This design comes from an exercise in tuning for small area and a short achievable clock period on the open sky130 flow, not from production work. Power is estimated from default activity; no workload was simulated.

==> 11-17: inputs <==
// neuron_l2
module neuron_l2 (
    input clk,
    input reset,
    input enable,
    input startup,
    input signed [17*16-1:0] in,
    input signed [15:0] weight,
    output reg signed [15:0] out,
    output reg outvalid,
    output reg tmp3
);
clock: 7.0 ns
lec_check: 0
cap_margin: 20
core_margin: 2
core_utilization: 40
setup_slack_margin: 4.5
slew_margin: 20
standard.sh (not shown) runs the stock make flow with config.mk's settings and CLKGATE_MAP_FILE= SYNTH_SCRIPT=/design/flow/synth_recipe.tcl, a recipe that flattens the netlist after the stock synthesis.
==> flow/flow/run.sh <==
#!/bin/bash
# Standard layout, with plain buffers (not delay cells) on the ports.
set -euo pipefail
export BUFFER_PORTS_ARGS="-buffer_cell sky130_fd_sc_hd__buf_2"
bash standard.sh synth > make_synth.log 2>&1
bash standard.sh finish > make_finish.log 2>&1
==> 08-03: changes against 11-17 <==
--- a/flow/design.v
+++ b/flow/design.v
@@ -12,24 +12,28 @@
     wire load = enable & startup;
     wire comp = enable & ~startup;
     reg [15:0] C [0:16];
     reg [16:0] V;        
     reg [16:0] z;        
     reg [16:0] wz;       
+    reg [15:0] wr;
+    reg ld1;
     integer j;
     always @(posedge clk) begin
-        if (!load) wz <= {z[14:0], z[16:15]};
+        wr <= weight;
+        ld1 <= load;
+        if (!ld1) wz <= {z[14:0], z[16:15]};
         for (j = 0; j < 17; j = j + 1)
-            C[j] <= (load & wz[j]) ? weight : C[(j + 16) % 17];
+            C[j] <= (ld1 & wz[j]) ? wr : C[(j + 16) % 17];
     end
     always @(posedge clk or posedge reset) begin
         if (reset) begin
             V <= 17'd0;
             z <= 17'd1;
         end else begin
-            V <= ({17{load}} & wz) | {V[15:0], V[16]};
+            V <= ({17{ld1}} & wz) | {V[15:0], V[16]};
             z <= {z[15:0], z[16]};
         end
     end
     reg [4:0] raddr;
     reg newIn, s1, s2;
     always @(posedge clk or posedge reset) begin
@@ -45,19 +49,18 @@
             end
             s1 <= newIn; s2 <= s1; tmp3 <= s2; outvalid <= tmp3;
         end else begin
             raddr <= 0; newIn <= 0;
         end
     end
-    wire xon = V[0] & ~newIn;
     reg [15:0] xsel;
     integer i;
     always @(*) begin
         xsel = 16'd0;
         for (i = 0; i < 17; i = i + 1)
-            xsel = xsel | (in[16*i +: 16] & {16{z[i] & xon}});
+            xsel = xsel | (in[16*i +: 16] & {16{z[i] & V[0]}});
     end
     reg [15:0] xr;
     reg [7:0] bp1, bn1, bp2, bn2;
     wire [16:0] we = {C[0], 1'b0};
     integer d;
     always @(posedge clk) begin
@@ -241,14 +244,14 @@
         r1[0] <= {pp6[15], a155, a153, a151, a149, a147, a145, a143, a141, a139, a137, a135, a133, a131, a129, a127, a125, a123, a121, a119, a117, a115, a113, a111, pp0[3], pp0[2], pp0[1], pp0[0]};
         r1[1] <= {pp7[13], pp7[12], a110, a108, a106, a102, a98, a94, a90, a86, a82, a78, a74, a70, a66, a62, a58, a54, a50, a46, a44, bneg[3], pp2[1], pp2[0], pp1[1], pp1[0], 1'b0, bneg[0]};
         r1[2] <= {a156, a154, a152, a150, a148, a146, a144, a142, a140, a138, a136, a134, a132, a130, a128, a126, a124, a122, a120, a118, a116, a114, a112, bneg[2], 1'b0, bneg[1], 1'b0, 1'b0};
     end
     reg [27:0] as, ac;
     reg clr;
-    always @(posedge clk) clr <= comp & ~s1 & (raddr == 5'd1);
-    wire [27:0] fs = clr ? 28'd393216 : as;
+    always @(posedge clk) clr <= comp & (raddr == 5'd1);
+    wire [27:0] fs = clr ? 28'd89849856 : as;
     wire [27:0] fc = clr ? 28'd0 : ac;
     wire b1 = r1[0][2] ^ r1[1][2];
     wire b2 = r1[0][2] & r1[1][2];
     wire b3 = r1[0][3] ^ r1[1][3];
     wire b4 = r1[0][3] & r1[1][3];
     wire b5 = r1[0][4] ^ r1[1][4] ^ r1[2][4];
@@ -413,9 +416,10 @@
     wire b164 = (b107 & b50) | (b107 & b106) | (b50 & b106);
     always @(posedge clk) begin
         as <= {b163, b161, b159, b157, b155, b153, b151, b149, b147, b145, b143, b141, b139, b137, b135, b133, b131, b129, b127, b125, b123, b121, b119, b117, b115, b113, b111, b109};
         ac <= {b162, b160, b158, b156, b154, b152, b150, b148, b146, b144, b142, b140, b138, b136, b134, b132, b130, b128, b126, b124, b122, b120, b118, b116, b114, b112, b110, fc[0]};
     end
     wire [27:0] acc = as + ac;
+    wire g19 = s2 & (raddr == 5'd2);
     wire g20 = tmp3 & (raddr == 5'd3);
-    always @(posedge clk) out <= (g20 & ~acc[27]) ? acc[27:12] : 16'd0;
+    always @(posedge clk) out <= g19 ? (acc[27] ? 16'd0 : acc[27:12]) : (g20 ? out : 16'd0);
 endmodule
==> flow/run.sh (new file) <==
#!/bin/bash
# synth_recipe.tcl (not shown) runs the flow's synth.tcl, then flattens the netlist and writes it again
# the make line also repeats each setting of config.mk as NAME=value (left out here)
make -C /OpenROAD-flow-scripts/flow DESIGN_CONFIG=/design/flow/config.mk WORK_HOME=/design/flow/orfs CLKGATE_MAP_FILE= SYNTH_SCRIPT=/design/flow/synth_recipe.tcl finish
--- a/flow/config.mk
+++ b/flow/config.mk
@@ -5,8 +5,7 @@
 export SDC_FILE = /design/flow/constraint.sdc
 export NUM_CORES = 4
 export LEC_CHECK = 0
 export CAP_MARGIN = 20
 export CORE_MARGIN = 2
 export CORE_UTILIZATION = 40
-export SETUP_SLACK_MARGIN = 4.5
 export SLEW_MARGIN = 20
removed: flow/flow/run.sh
removed: flow/standard.sh
==> 02-19: changes against 11-17 <==
--- a/flow/design.v
+++ b/flow/design.v
@@ -12,24 +12,28 @@
     wire load = enable & startup;
     wire comp = enable & ~startup;
     reg [15:0] C [0:16];
     reg [16:0] V;        
     reg [16:0] z;        
     reg [16:0] wz;       
+    reg [15:0] wr;
+    reg ld1;
     integer j;
     always @(posedge clk) begin
-        if (!load) wz <= {z[14:0], z[16:15]};
+        wr <= weight;
+        ld1 <= load;
+        if (!ld1) wz <= {z[14:0], z[16:15]};
         for (j = 0; j < 17; j = j + 1)
-            C[j] <= (load & wz[j]) ? weight : C[(j + 16) % 17];
+            C[j] <= (ld1 & wz[j]) ? wr : C[(j + 16) % 17];
     end
     always @(posedge clk or posedge reset) begin
         if (reset) begin
             V <= 17'd0;
             z <= 17'd1;
         end else begin
-            V <= ({17{load}} & wz) | {V[15:0], V[16]};
+            V <= ({17{ld1}} & wz) | {V[15:0], V[16]};
             z <= {z[15:0], z[16]};
         end
     end
     reg [4:0] raddr;
     reg newIn, s1, s2;
     always @(posedge clk or posedge reset) begin
@@ -45,19 +49,18 @@
             end
             s1 <= newIn; s2 <= s1; tmp3 <= s2; outvalid <= tmp3;
         end else begin
             raddr <= 0; newIn <= 0;
         end
     end
-    wire xon = V[0] & ~newIn;
     reg [15:0] xsel;
     integer i;
     always @(*) begin
         xsel = 16'd0;
         for (i = 0; i < 17; i = i + 1)
-            xsel = xsel | (in[16*i +: 16] & {16{z[i] & xon}});
+            xsel = xsel | (in[16*i +: 16] & {16{z[i] & V[0]}});
     end
     reg [15:0] xr;
     reg [7:0] bp1, bn1, bp2, bn2;
     wire [16:0] we = {C[0], 1'b0};
     integer d;
     always @(posedge clk) begin
@@ -241,14 +244,14 @@
         r1[0] <= {pp6[15], a155, a153, a151, a149, a147, a145, a143, a141, a139, a137, a135, a133, a131, a129, a127, a125, a123, a121, a119, a117, a115, a113, a111, pp0[3], pp0[2], pp0[1], pp0[0]};
         r1[1] <= {pp7[13], pp7[12], a110, a108, a106, a102, a98, a94, a90, a86, a82, a78, a74, a70, a66, a62, a58, a54, a50, a46, a44, bneg[3], pp2[1], pp2[0], pp1[1], pp1[0], 1'b0, bneg[0]};
         r1[2] <= {a156, a154, a152, a150, a148, a146, a144, a142, a140, a138, a136, a134, a132, a130, a128, a126, a124, a122, a120, a118, a116, a114, a112, bneg[2], 1'b0, bneg[1], 1'b0, 1'b0};
     end
     reg [27:0] as, ac;
     reg clr;
-    always @(posedge clk) clr <= comp & ~s1 & (raddr == 5'd1);
-    wire [27:0] fs = clr ? 28'd393216 : as;
+    always @(posedge clk) clr <= comp & (raddr == 5'd1);
+    wire [27:0] fs = clr ? 28'd89849856 : as;
     wire [27:0] fc = clr ? 28'd0 : ac;
     wire b1 = r1[0][2] ^ r1[1][2];
     wire b2 = r1[0][2] & r1[1][2];
     wire b3 = r1[0][3] ^ r1[1][3];
     wire b4 = r1[0][3] & r1[1][3];
     wire b5 = r1[0][4] ^ r1[1][4] ^ r1[2][4];
@@ -413,9 +416,10 @@
     wire b164 = (b107 & b50) | (b107 & b106) | (b50 & b106);
     always @(posedge clk) begin
         as <= {b163, b161, b159, b157, b155, b153, b151, b149, b147, b145, b143, b141, b139, b137, b135, b133, b131, b129, b127, b125, b123, b121, b119, b117, b115, b113, b111, b109};
         ac <= {b162, b160, b158, b156, b154, b152, b150, b148, b146, b144, b142, b140, b138, b136, b134, b132, b130, b128, b126, b124, b122, b120, b118, b116, b114, b112, b110, fc[0]};
     end
     wire [27:0] acc = as + ac;
+    wire g19 = s2 & (raddr == 5'd2);
     wire g20 = tmp3 & (raddr == 5'd3);
-    always @(posedge clk) out <= (g20 & ~acc[27]) ? acc[27:12] : 16'd0;
+    always @(posedge clk) out <= g19 ? (acc[27] ? 16'd0 : acc[27:12]) : (g20 ? out : 16'd0);
 endmodule
==> flow/run.sh (new file) <==
#!/bin/bash
# synth_recipe.tcl (not shown) runs the flow's synth.tcl, then flattens the netlist and writes it again
# the make line also repeats each setting of config.mk as NAME=value (left out here)
make -C /OpenROAD-flow-scripts/flow DESIGN_CONFIG=/design/flow/config.mk WORK_HOME=/design/flow/orfs CLKGATE_MAP_FILE= SYNTH_SCRIPT=/design/flow/synth_recipe.tcl finish
==> flow/config.mk (replaced) <==
export PLATFORM = sky130hd
export DESIGN_NAME = neuron_l2
export DESIGN_NICKNAME = neuron_l2
export VERILOG_FILES = /design/flow/design.v
export SDC_FILE = /design/flow/constraint.sdc
export NUM_CORES = 4
export LEC_CHECK = 0
export ABC_CLOCK_PERIOD_IN_PS = 2000
export CAP_MARGIN = 20
export CORE_MARGIN = 2
export CORE_UTILIZATION = 40
export SETUP_SLACK_MARGIN = 4.5
export SLEW_MARGIN = 20
removed: flow/flow/run.sh
removed: flow/standard.sh
==> results.txt <==
|  | 08-03 | 11-17 | 02-19 |
|---|---|---|---|
| Clock transition at the registers of the reported paths | 0.06 ns | 0.08 ns | 0.06 ns |
| Bufs w/o clock | 320 | 391 | 392 |
| Effective utilization at floorplan | 0.403 | 0.403 | 0.403 |
| Router iterations before antenna repair | 7 | 6 | 6 |
| Source of the worst register-to-register timing path | xr[9] | xr[12] | ac[9] |
| Sequential group share of total power | 0.384 | 0.381 | 0.376 |
| Min Hold Slack | 0.391 ns | 0.390 ns | 0.386 ns |
| Filler instances | 5,426 | 5,350 | 5,473 |
| Final period util | 0.467 | 0.371 | 0.369 |
| Run status | finished clean | finished clean | finished clean |
| Global router's overall resource usage | 0.232 | 0.256 | 0.238 |
| Area occupied by multi-input gates | 12,400 um2 | 13,300 um2 | 12,800 um2 |
| R2r endpoint | r1[0][14] | r1[0][15] | out[8] |
| R2R depth | 6 | 6 | 10 |
| Comb pwr share | 0.363 | 0.379 | 0.378 |
| Setup ws final | 3.73 ns | 4.40 ns | 4.41 ns |
No run of this note included a check of the RTL's function; only the layout flow was run.

========
==> inputs of 12-17 <==
Another version of the RTL of neuron_l2 (not shown whole).
Settings: LEC_CHECK=0, CAP_MARGIN=20, CORE_MARGIN=2, CORE_UTILIZATION=40, CTS_CLUSTER_DIAMETER=100, CTS_CLUSTER_SIZE=30, SETUP_SLACK_MARGIN=5.0, SLEW_MARGIN=20; clock period 7.0 ns.
==> flow/flow/run.sh <==
#!/bin/bash
# Standard layout, with plain buffers (not delay cells) on the ports.
set -euo pipefail
export BUFFER_PORTS_ARGS="-buffer_cell sky130_fd_sc_hd__buf_2"
bash standard.sh synth > make_synth.log 2>&1
bash standard.sh finish > make_finish.log 2>&1
==> 12-12: changes against 12-17 <==
--- a/flow/design.v
+++ b/flow/design.v
@@ -10,72 +10,112 @@
     output reg tmp3
 );
     wire load = enable & startup;
     wire comp = enable & ~startup;
     reg [15:0] C [0:16];
     reg [16:0] V;        
     reg [16:0] z;        
-    reg [16:0] wz;       
+    reg [8:0] ps;        
+    reg dly;             
+    reg ld1;
+    reg [15:0] wr1;
+    wire [16:0] tz = {z[14:0], z[16:15]};    
+    wire wen = dly ? ld1 : load;
+    wire [15:0] wd = dly ? wr1 : weight;
+    wire [15:0] wdn = ~wd;
+    reg [16:0] wsel;
     integer j;
-    always @(posedge clk) begin
-        if (!load) wz <= {z[14:0], z[16:15]};
+    always @(*) begin
         for (j = 0; j < 17; j = j + 1)
-            C[j] <= (load & wz[j]) ? weight : C[(j + 16) % 17];
+            wsel[j] = (j % 2 == 0) ? (wen & ps[j / 2]) : 1'b0;
+    end
+    always @(posedge clk) begin
+        ld1 <= load;
+        wr1 <= weight;
+        if (!load) begin
+            ps[0] <= tz[0];
+            for (j = 1; j < 9; j = j + 1)
+                ps[j] <= tz[2 * j] | tz[2 * j - 1];
+            dly <= tz[1] | tz[3] | tz[5] | tz[7] | tz[9] | tz[11] | tz[13] | tz[15];
+        end
+        C[0] <= wsel[0] ? wd : C[16];
+        for (j = 1; j < 17; j = j + 1)
+            if (j % 2)
+                C[j] <= C[j - 1];
+            else
+                C[j] <= ~(wsel[j] ? ((j % 4 == 2) ? wd : wdn) : C[j - 1]);
     end
     always @(posedge clk or posedge reset) begin
         if (reset) begin
             V <= 17'd0;
             z <= 17'd1;
         end else begin
-            V <= ({17{load}} & wz) | {V[15:0], V[16]};
+            V <= wsel | {V[15:0], V[16]};
             z <= {z[15:0], z[16]};
         end
     end
     reg [4:0] raddr;
     reg newIn, s1, s2;
     always @(posedge clk or posedge reset) begin
         if (reset) begin
-            raddr <= 0; newIn <= 0; s1 <= 0; s2 <= 0; tmp3 <= 0; outvalid <= 0;
+            raddr <= 0; newIn <= 0; s1 <= 0; s2 <= 0;
         end else if (enable) begin
             if (startup) begin
                 raddr <= 0; newIn <= 0;
             end else if (raddr == 5'd16) begin
                 raddr <= 0; newIn <= 1;
             end else begin
                 raddr <= raddr + 5'd1; newIn <= 0;
             end
-            s1 <= newIn; s2 <= s1; tmp3 <= s2; outvalid <= tmp3;
+            s1 <= newIn; s2 <= s1;
         end else begin
             raddr <= 0; newIn <= 0;
         end
     end
+    always @(posedge clk) begin
+        if (reset) begin
+            tmp3 <= 0; outvalid <= 0;
+        end else if (enable) begin
+            tmp3 <= s2; outvalid <= tmp3;
+        end
+    end
     wire xon = V[0] & ~newIn;
     reg [15:0] xsel;
     integer i;
     always @(*) begin
         xsel = 16'd0;
         for (i = 0; i < 17; i = i + 1)
-            xsel = xsel | (in[16*i +: 16] & {16{z[i] & xon}});
+            xsel = xsel | (in[16*i +: 16] & {16{z[i]}});
     end
     reg [15:0] xr;
     reg [7:0] bp1, bn1, bp2, bn2;
-    wire [16:0] we = {C[0], 1'b0};
+    reg nul;    
+    wire [16:0] we = {C[0], 1'b0};   
     integer d;
     always @(posedge clk) begin
         xr <= xsel;
+        nul <= newIn;
         for (d = 0; d < 8; d = d + 1) begin
-            bp1[d] <= ~we[2*d+2] & (we[2*d+1] ^ we[2*d]);
-            bn1[d] <=  we[2*d+2] & (we[2*d+1] ^ we[2*d]);
-            bp2[d] <= ~we[2*d+2] &  we[2*d+1] &  we[2*d];
-            bn2[d] <=  we[2*d+2] & ~we[2*d+1] & ~we[2*d];
+            bp1[d] <= xon & ~we[2*d+2] & (we[2*d+1] ^ we[2*d]);
+            bn1[d] <= xon &  we[2*d+2] & (we[2*d+1] ^ we[2*d]);
+            bp2[d] <= xon & ~we[2*d+2] &  we[2*d+1] &  we[2*d];
+            bn2[d] <= xon &  we[2*d+2] & ~we[2*d+1] & ~we[2*d];
         end
     end
     wire [7:0] bneg = bn1 | bn2;
     wire [16:0] x1 = {xr[15], xr};
     wire [16:0] x2 = {xr, 1'b0};
+    wire sx0 = ~pp0[16] & ~nul;
+    wire sx1 = ~pp1[16] & ~nul;
+    wire sx2 = ~pp2[16] & ~nul;
+    wire sx3 = ~pp3[16] & ~nul;
+    wire sx4 = ~pp4[16] & ~nul;
+    wire sx5 = ~pp5[16] & ~nul;
+    wire sx6 = ~pp6[16] & ~nul;
+    wire sx7 = ~pp7[16] & ~nul;
     wire [16:0] pp0 = ({17{bp1[0]}} & x1) | ({17{bn1[0]}} & ~x1) | ({17{bp2[0]}} & x2) | ({17{bn2[0]}} & ~x2);
     wire [16:0] pp1 = ({17{bp1[1]}} & x1) | ({17{bn1[1]}} & ~x1) | ({17{bp2[1]}} & x2) | ({17{bn2[1]}} & ~x2);
     wire [16:0] pp2 = ({17{bp1[2]}} & x1) | ({17{bn1[2]}} & ~x1) | ({17{bp2[2]}} & x2) | ({17{bn2[2]}} & ~x2);
     wire [16:0] pp3 = ({17{bp1[3]}} & x1) | ({17{bn1[3]}} & ~x1) | ({17{bp2[3]}} & x2) | ({17{bn2[3]}} & ~x2);
     wire [16:0] pp4 = ({17{bp1[4]}} & x1) | ({17{bn1[4]}} & ~x1) | ({17{bp2[4]}} & x2) | ({17{bn2[4]}} & ~x2);
     wire [16:0] pp5 = ({17{bp1[5]}} & x1) | ({17{bn1[5]}} & ~x1) | ({17{bp2[5]}} & x2) | ({17{bn2[5]}} & ~x2);
     wire [16:0] pp6 = ({17{bp1[6]}} & x1) | ({17{bn1[6]}} & ~x1) | ({17{bp2[6]}} & x2) | ({17{bn2[6]}} & ~x2);
@@ -100,32 +140,32 @@
     wire a18 = pp6[2] & pp7[0];
     wire a19 = pp0[15] ^ pp1[13] ^ pp2[11];
     wire a20 = (pp0[15] & pp1[13]) | (pp0[15] & pp2[11]) | (pp1[13] & pp2[11]);
     wire a21 = pp3[9] ^ pp4[7] ^ pp5[5];
     wire a22 = (pp3[9] & pp4[7]) | (pp3[9] & pp5[5]) | (pp4[7] & pp5[5]);
     wire a23 = pp6[3] ^ pp7[1];
     wire a24 = pp6[3] & pp7[1];
-    wire a25 = ~pp0[16] ^ pp1[14] ^ pp2[12];
-    wire a26 = (~pp0[16] & pp1[14]) | (~pp0[16] & pp2[12]) | (pp1[14] & pp2[12]);
+    wire a25 = sx0 ^ pp1[14] ^ pp2[12];
+    wire a26 = (sx0 & pp1[14]) | (sx0 & pp2[12]) | (pp1[14] & pp2[12]);
     wire a27 = pp3[10] ^ pp4[8] ^ pp5[6];
     wire a28 = (pp3[10] & pp4[8]) | (pp3[10] & pp5[6]) | (pp4[8] & pp5[6]);
     wire a29 = pp6[4] ^ pp7[2];
     wire a30 = pp6[4] & pp7[2];
     wire a31 = pp1[15] ^ pp2[13] ^ pp3[11];
     wire a32 = (pp1[15] & pp2[13]) | (pp1[15] & pp3[11]) | (pp2[13] & pp3[11]);
     wire a33 = pp4[9] ^ pp5[7] ^ pp6[5];
     wire a34 = (pp4[9] & pp5[7]) | (pp4[9] & pp6[5]) | (pp5[7] & pp6[5]);
-    wire a35 = ~pp1[16] ^ pp2[14] ^ pp3[12];
-    wire a36 = (~pp1[16] & pp2[14]) | (~pp1[16] & pp3[12]) | (pp2[14] & pp3[12]);
+    wire a35 = sx1 ^ pp2[14] ^ pp3[12];
+    wire a36 = (sx1 & pp2[14]) | (sx1 & pp3[12]) | (pp2[14] & pp3[12]);
     wire a37 = pp4[10] ^ pp5[8];
     wire a38 = pp4[10] & pp5[8];
     wire a39 = pp2[15] ^ pp3[13] ^ pp4[11];
     wire a40 = (pp2[15] & pp3[13]) | (pp2[15] & pp4[11]) | (pp3[13] & pp4[11]);
-    wire a41 = ~pp2[16] ^ pp3[14];
-    wire a42 = ~pp2[16] & pp3[14];
+    wire a41 = sx2 ^ pp3[14];
+    wire a42 = sx2 & pp3[14];
     wire a43 = pp0[6] ^ pp1[4];
     wire a44 = pp0[6] & pp1[4];
     wire a45 = pp0[7] ^ pp1[5];
     wire a46 = pp0[7] & pp1[5];
     wire a47 = pp0[8] ^ pp1[6] ^ pp2[4];
     wire a48 = (pp0[8] & pp1[6]) | (pp0[8] & pp2[4]) | (pp1[6] & pp2[4]);
     wire a49 = pp3[2] ^ pp4[0];
@@ -178,33 +218,33 @@
     wire a96 = (a41 & pp4[12]) | (a41 & pp5[10]) | (pp4[12] & pp5[10]);
     wire a97 = pp6[8] ^ pp7[6] ^ a40;
     wire a98 = (pp6[8] & pp7[6]) | (pp6[8] & a40) | (pp7[6] & a40);
     wire a99 = pp3[15] ^ pp4[13] ^ pp5[11];
     wire a100 = (pp3[15] & pp4[13]) | (pp3[15] & pp5[11]) | (pp4[13] & pp5[11]);
     wire a101 = pp6[9] ^ pp7[7] ^ a42;
     wire a102 = (pp6[9] & pp7[7]) | (pp6[9] & a42) | (pp7[7] & a42);
-    wire a103 = ~pp3[16] ^ pp4[14] ^ pp5[12];
-    wire a104 = (~pp3[16] & pp4[14]) | (~pp3[16] & pp5[12]) | (pp4[14] & pp5[12]);
+    wire a103 = sx3 ^ pp4[14] ^ pp5[12];
+    wire a104 = (sx3 & pp4[14]) | (sx3 & pp5[12]) | (pp4[14] & pp5[12]);
     wire a105 = pp6[10] ^ pp7[8];
     wire a106 = pp6[10] & pp7[8];
     wire a107 = pp4[15] ^ pp5[13] ^ pp6[11];
     wire a108 = (pp4[15] & pp5[13]) | (pp4[15] & pp6[11]) | (pp5[13] & pp6[11]);
-    wire a109 = ~pp4[16] ^ pp5[14];
-    wire a110 = ~pp4[16] & pp5[14];
+    wire a109 = sx4 ^ pp5[14];
+    wire a110 = sx4 & pp5[14];
     reg [27:0] r1 [0:3];
     always @(posedge clk) begin
-        r1[0] <= {pp6[15], ~pp5[16], pp5[15], a109, a107, a103, a99, a95, a91, a87, a83, a79, a75, a71, a67, a63, a59, a55, a51, a47, a45, a43, pp0[5], pp0[4], pp0[3], pp0[2], pp0[1], pp0[0]};
+        r1[0] <= {pp6[15], sx5, pp5[15], a109, a107, a103, a99, a95, a91, a87, a83, a79, a75, a71, a67, a63, a59, a55, a51, a47, a45, a43, pp0[5], pp0[4], pp0[3], pp0[2], pp0[1], pp0[0]};
         r1[1] <= {pp7[13], pp6[14], pp6[13], pp6[12], pp7[9], a105, a101, a97, a93, a89, a85, a81, a77, a73, a69, a65, a61, a57, a53, a49, pp2[3], pp2[2], pp1[3], pp1[2], pp1[1], pp1[0], 1'b0, bneg[0]};
         r1[2] <= {1'b0, pp7[12], pp7[11], pp7[10], a104, a100, a96, a92, a88, a84, a80, a76, a72, a68, a64, a60, a56, a52, a48, bneg[4], pp3[1], pp3[0], pp2[1], pp2[0], 1'b0, bneg[1], 1'b0, 1'b0};
         r1[3] <= {1'b0, 1'b0, a110, a108, a106, a102, a98, a94, a90, a86, a82, a78, a74, a70, a66, a62, a58, a54, a50, a46, a44, bneg[3], 1'b0, bneg[2], 1'b0, 1'b0, 1'b0, 1'b0};
     end
     reg [27:0] as, ac;
     reg clr;
     always @(posedge clk) clr <= comp & ~s1 & (raddr == 5'd1);
-    wire [27:0] fs = clr ? 28'd393216 : as;
+    wire [27:0] fs = clr ? 28'd89849856 : as;
     wire [27:0] fc = clr ? 28'd0 : ac;
     wire b1 = r1[0][2] ^ r1[1][2];
     wire b2 = r1[0][2] & r1[1][2];
     wire b3 = r1[0][3] ^ r1[1][3];
     wire b4 = r1[0][3] & r1[1][3];
     wire b5 = r1[0][4] ^ r1[1][4] ^ r1[2][4];
     wire b6 = (r1[0][4] & r1[1][4]) | (r1[0][4] & r1[2][4]) | (r1[1][4] & r1[2][4]);
@@ -413,10 +453,11 @@
     wire b209 = b153 ^ b96 ^ b152;
     wire b210 = (b153 & b96) | (b153 & b152) | (b96 & b152);
     always @(posedge clk) begin
         as <= {b209, b207, b205, b203, b201, b199, b197, b195, b193, b191, b189, b187, b185, b183, b181, b179, b177, b175, b173, b171, b169, b167, b165, b163, b161, b159, b157, b155};
         ac <= {b208, b206, b204, b202, b200, b198, b196, b194, b192, b190, b188, b186, b184, b182, b180, b178, b176, b174, b172, b170, b168, b166, b164, b162, b160, b158, b156, fc[0]};
     end
     wire [27:0] acc = as + ac;
-    wire g20 = tmp3 & (raddr == 5'd3);
-    always @(posedge clk) out <= (g20 & ~acc[27]) ? acc[27:12] : 16'd0;
+    reg og;
+    always @(posedge clk) og <= comp & s2 & (raddr == 5'd2) & ~acc[27];
+    always @(posedge clk) out <= og ? acc[27:12] : 16'd0;
 endmodule
==> flow/flow/run.sh (replaced) <==
#!/bin/bash
# Standard layout, with plain buffers (not delay cells) on the ports.
set -euo pipefail
export BUFFER_PORTS_ARGS="-buffer_cell sky130_fd_sc_hd__buf_1"
bash standard.sh synth > make_synth.log 2>&1
bash standard.sh finish > make_finish.log 2>&1
--- a/flow/config.mk
+++ b/flow/config.mk
@@ -6,9 +6,9 @@
 export NUM_CORES = 4
 export LEC_CHECK = 0
 export CAP_MARGIN = 20
 export CORE_MARGIN = 2
 export CORE_UTILIZATION = 40
 export CTS_CLUSTER_DIAMETER = 100
 export CTS_CLUSTER_SIZE = 30
-export SETUP_SLACK_MARGIN = 5.0
+export SETUP_SLACK_MARGIN = 4.5
 export SLEW_MARGIN = 20
==> 02-15: changes against 12-17 <==
--- a/flow/design.v
+++ b/flow/design.v
@@ -10,67 +10,97 @@
     output reg tmp3
 );
     wire load = enable & startup;
     wire comp = enable & ~startup;
     reg [15:0] C [0:16];
     reg [16:0] V;        
     reg [16:0] z;        
-    reg [16:0] wz;       
+    reg [8:0] ps;        
+    reg dly;             
+    reg ld1;
+    reg [15:0] wr1;
+    wire [16:0] tz = {z[14:0], z[16:15]};    
+    wire wen = dly ? ld1 : load;
+    wire [15:0] wd = dly ? wr1 : weight;
+    wire [15:0] wdn = ~wd;
+    reg [16:0] wsel;
     integer j;
-    always @(posedge clk) begin
-        if (!load) wz <= {z[14:0], z[16:15]};
+    always @(*) begin
         for (j = 0; j < 17; j = j + 1)
-            C[j] <= (load & wz[j]) ? weight : C[(j + 16) % 17];
+            wsel[j] = (j % 2 == 0) ? (wen & ps[j / 2]) : 1'b0;
+    end
+    always @(posedge clk) begin
+        ld1 <= load;
+        wr1 <= weight;
+        if (!load) begin
+            ps[0] <= tz[0];
+            for (j = 1; j < 9; j = j + 1)
+                ps[j] <= tz[2 * j] | tz[2 * j - 1];
+            dly <= tz[1] | tz[3] | tz[5] | tz[7] | tz[9] | tz[11] | tz[13] | tz[15];
+        end
+        C[0] <= wsel[0] ? wd : C[16];
+        for (j = 1; j < 17; j = j + 1)
+            if (j % 2)
+                C[j] <= C[j - 1];
+            else
+                C[j] <= ~(wsel[j] ? ((j % 4 == 2) ? wd : wdn) : C[j - 1]);
     end
     always @(posedge clk or posedge reset) begin
         if (reset) begin
             V <= 17'd0;
             z <= 17'd1;
         end else begin
-            V <= ({17{load}} & wz) | {V[15:0], V[16]};
+            V <= wsel | {V[15:0], V[16]};
             z <= {z[15:0], z[16]};
         end
     end
     reg [4:0] raddr;
     reg newIn, s1, s2;
     always @(posedge clk or posedge reset) begin
         if (reset) begin
-            raddr <= 0; newIn <= 0; s1 <= 0; s2 <= 0; tmp3 <= 0; outvalid <= 0;
+            raddr <= 0; newIn <= 0; s1 <= 0; s2 <= 0;
         end else if (enable) begin
             if (startup) begin
                 raddr <= 0; newIn <= 0;
             end else if (raddr == 5'd16) begin
                 raddr <= 0; newIn <= 1;
             end else begin
                 raddr <= raddr + 5'd1; newIn <= 0;
             end
-            s1 <= newIn; s2 <= s1; tmp3 <= s2; outvalid <= tmp3;
+            s1 <= newIn; s2 <= s1;
         end else begin
             raddr <= 0; newIn <= 0;
         end
     end
+    always @(posedge clk) begin
+        if (reset) begin
+            tmp3 <= 0; outvalid <= 0;
+        end else if (enable) begin
+            tmp3 <= s2; outvalid <= tmp3;
+        end
+    end
     wire xon = V[0] & ~newIn;
     reg [15:0] xsel;
     integer i;
     always @(*) begin
         xsel = 16'd0;
         for (i = 0; i < 17; i = i + 1)
-            xsel = xsel | (in[16*i +: 16] & {16{z[i] & xon}});
+            xsel = xsel | (in[16*i +: 16] & {16{z[i]}});
     end
     reg [15:0] xr;
     reg [7:0] bp1, bn1, bp2, bn2;
-    wire [16:0] we = {C[0], 1'b0};
+    wire [16:0] we = {C[0], 1'b0};   
     integer d;
     always @(posedge clk) begin
         xr <= xsel;
         for (d = 0; d < 8; d = d + 1) begin
-            bp1[d] <= ~we[2*d+2] & (we[2*d+1] ^ we[2*d]);
-            bn1[d] <=  we[2*d+2] & (we[2*d+1] ^ we[2*d]);
-            bp2[d] <= ~we[2*d+2] &  we[2*d+1] &  we[2*d];
-            bn2[d] <=  we[2*d+2] & ~we[2*d+1] & ~we[2*d];
+            bp1[d] <= xon & ~we[2*d+2] & (we[2*d+1] ^ we[2*d]);
+            bn1[d] <= xon &  we[2*d+2] & (we[2*d+1] ^ we[2*d]);
+            bp2[d] <= xon & ~we[2*d+2] &  we[2*d+1] &  we[2*d];
+            bn2[d] <= xon &  we[2*d+2] & ~we[2*d+1] & ~we[2*d];
         end
     end
     wire [7:0] bneg = bn1 | bn2;
     wire [16:0] x1 = {xr[15], xr};
     wire [16:0] x2 = {xr, 1'b0};
     wire [16:0] pp0 = ({17{bp1[0]}} & x1) | ({17{bn1[0]}} & ~x1) | ({17{bp2[0]}} & x2) | ({17{bn2[0]}} & ~x2);
     wire [16:0] pp1 = ({17{bp1[1]}} & x1) | ({17{bn1[1]}} & ~x1) | ({17{bp2[1]}} & x2) | ({17{bn2[1]}} & ~x2);
@@ -413,10 +443,12 @@
     wire b209 = b153 ^ b96 ^ b152;
     wire b210 = (b153 & b96) | (b153 & b152) | (b96 & b152);
     always @(posedge clk) begin
         as <= {b209, b207, b205, b203, b201, b199, b197, b195, b193, b191, b189, b187, b185, b183, b181, b179, b177, b175, b173, b171, b169, b167, b165, b163, b161, b159, b157, b155};
         ac <= {b208, b206, b204, b202, b200, b198, b196, b194, b192, b190, b188, b186, b184, b182, b180, b178, b176, b174, b172, b170, b168, b166, b164, b162, b160, b158, b156, fc[0]};
     end
     wire [27:0] acc = as + ac;
-    wire g20 = tmp3 & (raddr == 5'd3);
-    always @(posedge clk) out <= (g20 & ~acc[27]) ? acc[27:12] : 16'd0;
+    wire [27:0] acc19 = as + ac + 28'd89456640;
+    reg og;
+    always @(posedge clk) og <= comp & s2 & (raddr == 5'd2) & ~acc19[27];
+    always @(posedge clk) out <= og ? acc[27:12] : 16'd0;
 endmodule
==> flow/flow/run.sh (replaced) <==
#!/bin/bash
# Standard layout, with plain buffers (not delay cells) on the ports.
set -euo pipefail
export BUFFER_PORTS_ARGS="-buffer_cell sky130_fd_sc_hd__buf_1"
bash standard.sh synth > make_synth.log 2>&1
bash standard.sh finish > make_finish.log 2>&1
==> flow/config.mk (replaced) <==
export PLATFORM = sky130hd
export DESIGN_NAME = neuron_l2
export DESIGN_NICKNAME = neuron_l2
export VERILOG_FILES = /design/flow/design.v
export SDC_FILE = /design/flow/constraint.sdc
export NUM_CORES = 4
export LEC_CHECK = 0
export CAP_MARGIN = 20
export CORE_MARGIN = 2
export CORE_UTILIZATION = 65
export CTS_CLUSTER_DIAMETER = 100
export CTS_CLUSTER_SIZE = 30
export SETUP_SLACK_MARGIN = 4.5
export SLEW_MARGIN = 20
==> notes <==
- Worst hold slack: 02-15 is lower than 12-17 (89 ps).
- Sequential power is about the same in 12-12 and 12-17.
- Sequential share of layout area: 12-17 < 12-12 < 02-15.
- Maximum frequency: 12-17 is lower than 12-12 (about 1.2%).
- The lowest non-clock buffer count belongs to 12-12, the highest to 12-17.
==> figures <==
metric                                                      12-12                02-15                12-17
Outcome                          no timing/DRC/antenna violations  no timing/DRC/antenna violations  no timing/DRC/antenna violations
Relative slew slack                                        26.07%               27.10%               43.65%
Placement Rows                                                 89                   69                   91
Aggregate global-route resource usage                      25.16%               37.75%               27.12%
Maximum single-stage delay on the critical path            400 ps               590 ps               390 ps
Highest-power group                              sequential cells  combinational logic  combinational logic
Maximum fanout along the worst path                             3                    5                    2
Wire length on met1                                      38330 um             29940 um             40890 um
Finished Cell Area                                   0.02626 mm^2         0.02588 mm^2         0.03206 mm^2
End of the worst register-to-register path              r1[0][17]                   og               as[20]
Critical path capture point                                  tmp3                   og             outvalid
Function was not checked in any run of this note: the RTL went through the layout flow alone.

==> separate check: timing with driven ports <==
The flow's constraints put no driver on any port. The routed layouts listed below were extracted and timed again, unchanged, in two steps. Step 1, drivers: a clkbuf_16 drives clk and a buf_2 each remaining input, both assumed. Step 2 moves the port delays by t, midway between the first and last clock arrival at a register: inputs arrive t later, outputs are due t later. That takes back most of the time a late clock gives input paths. Slacks: ideal / step 1 / step 2; pairs: ideal / step 1.
run | t, ns | slack for setup (ns) | hold slack, ns | worst setup path after step 2 | cell pins on the clock port's net
11-17 | 0.665 | 4.401 / 4.401 / 4.216 | 0.390 / 0.390 / 0.390 | input to register | 1
08-03 | 0.663 | 3.733 / 3.733 / 3.733 | 0.391 / 0.391 / 0.391 | register to register | 1
02-19 | 0.665 | 4.414 / 4.414 / 3.865 | 0.386 / 0.386 / 0.386 | input to register | 1
12-17 | 0.643 | 4.471 / 4.415 / 4.306 | 0.411 / 0.411 / 0.411 | input to register | 1
12-12 | 0.627 | 4.501 / 4.449 / 3.998 | 0.331 / 0.331 / 0.331 | input to register | 1
02-15 | 0.631 | 4.180 / 4.180 / 4.012 | 0.322 / 0.322 / 0.322 | input to register | 1
After both steps setup and hold are still met in every run listed. For 02-19, which loses most, drivers alone change the setup slack by 0.000 ns; drivers and shift together by -0.549 ns.
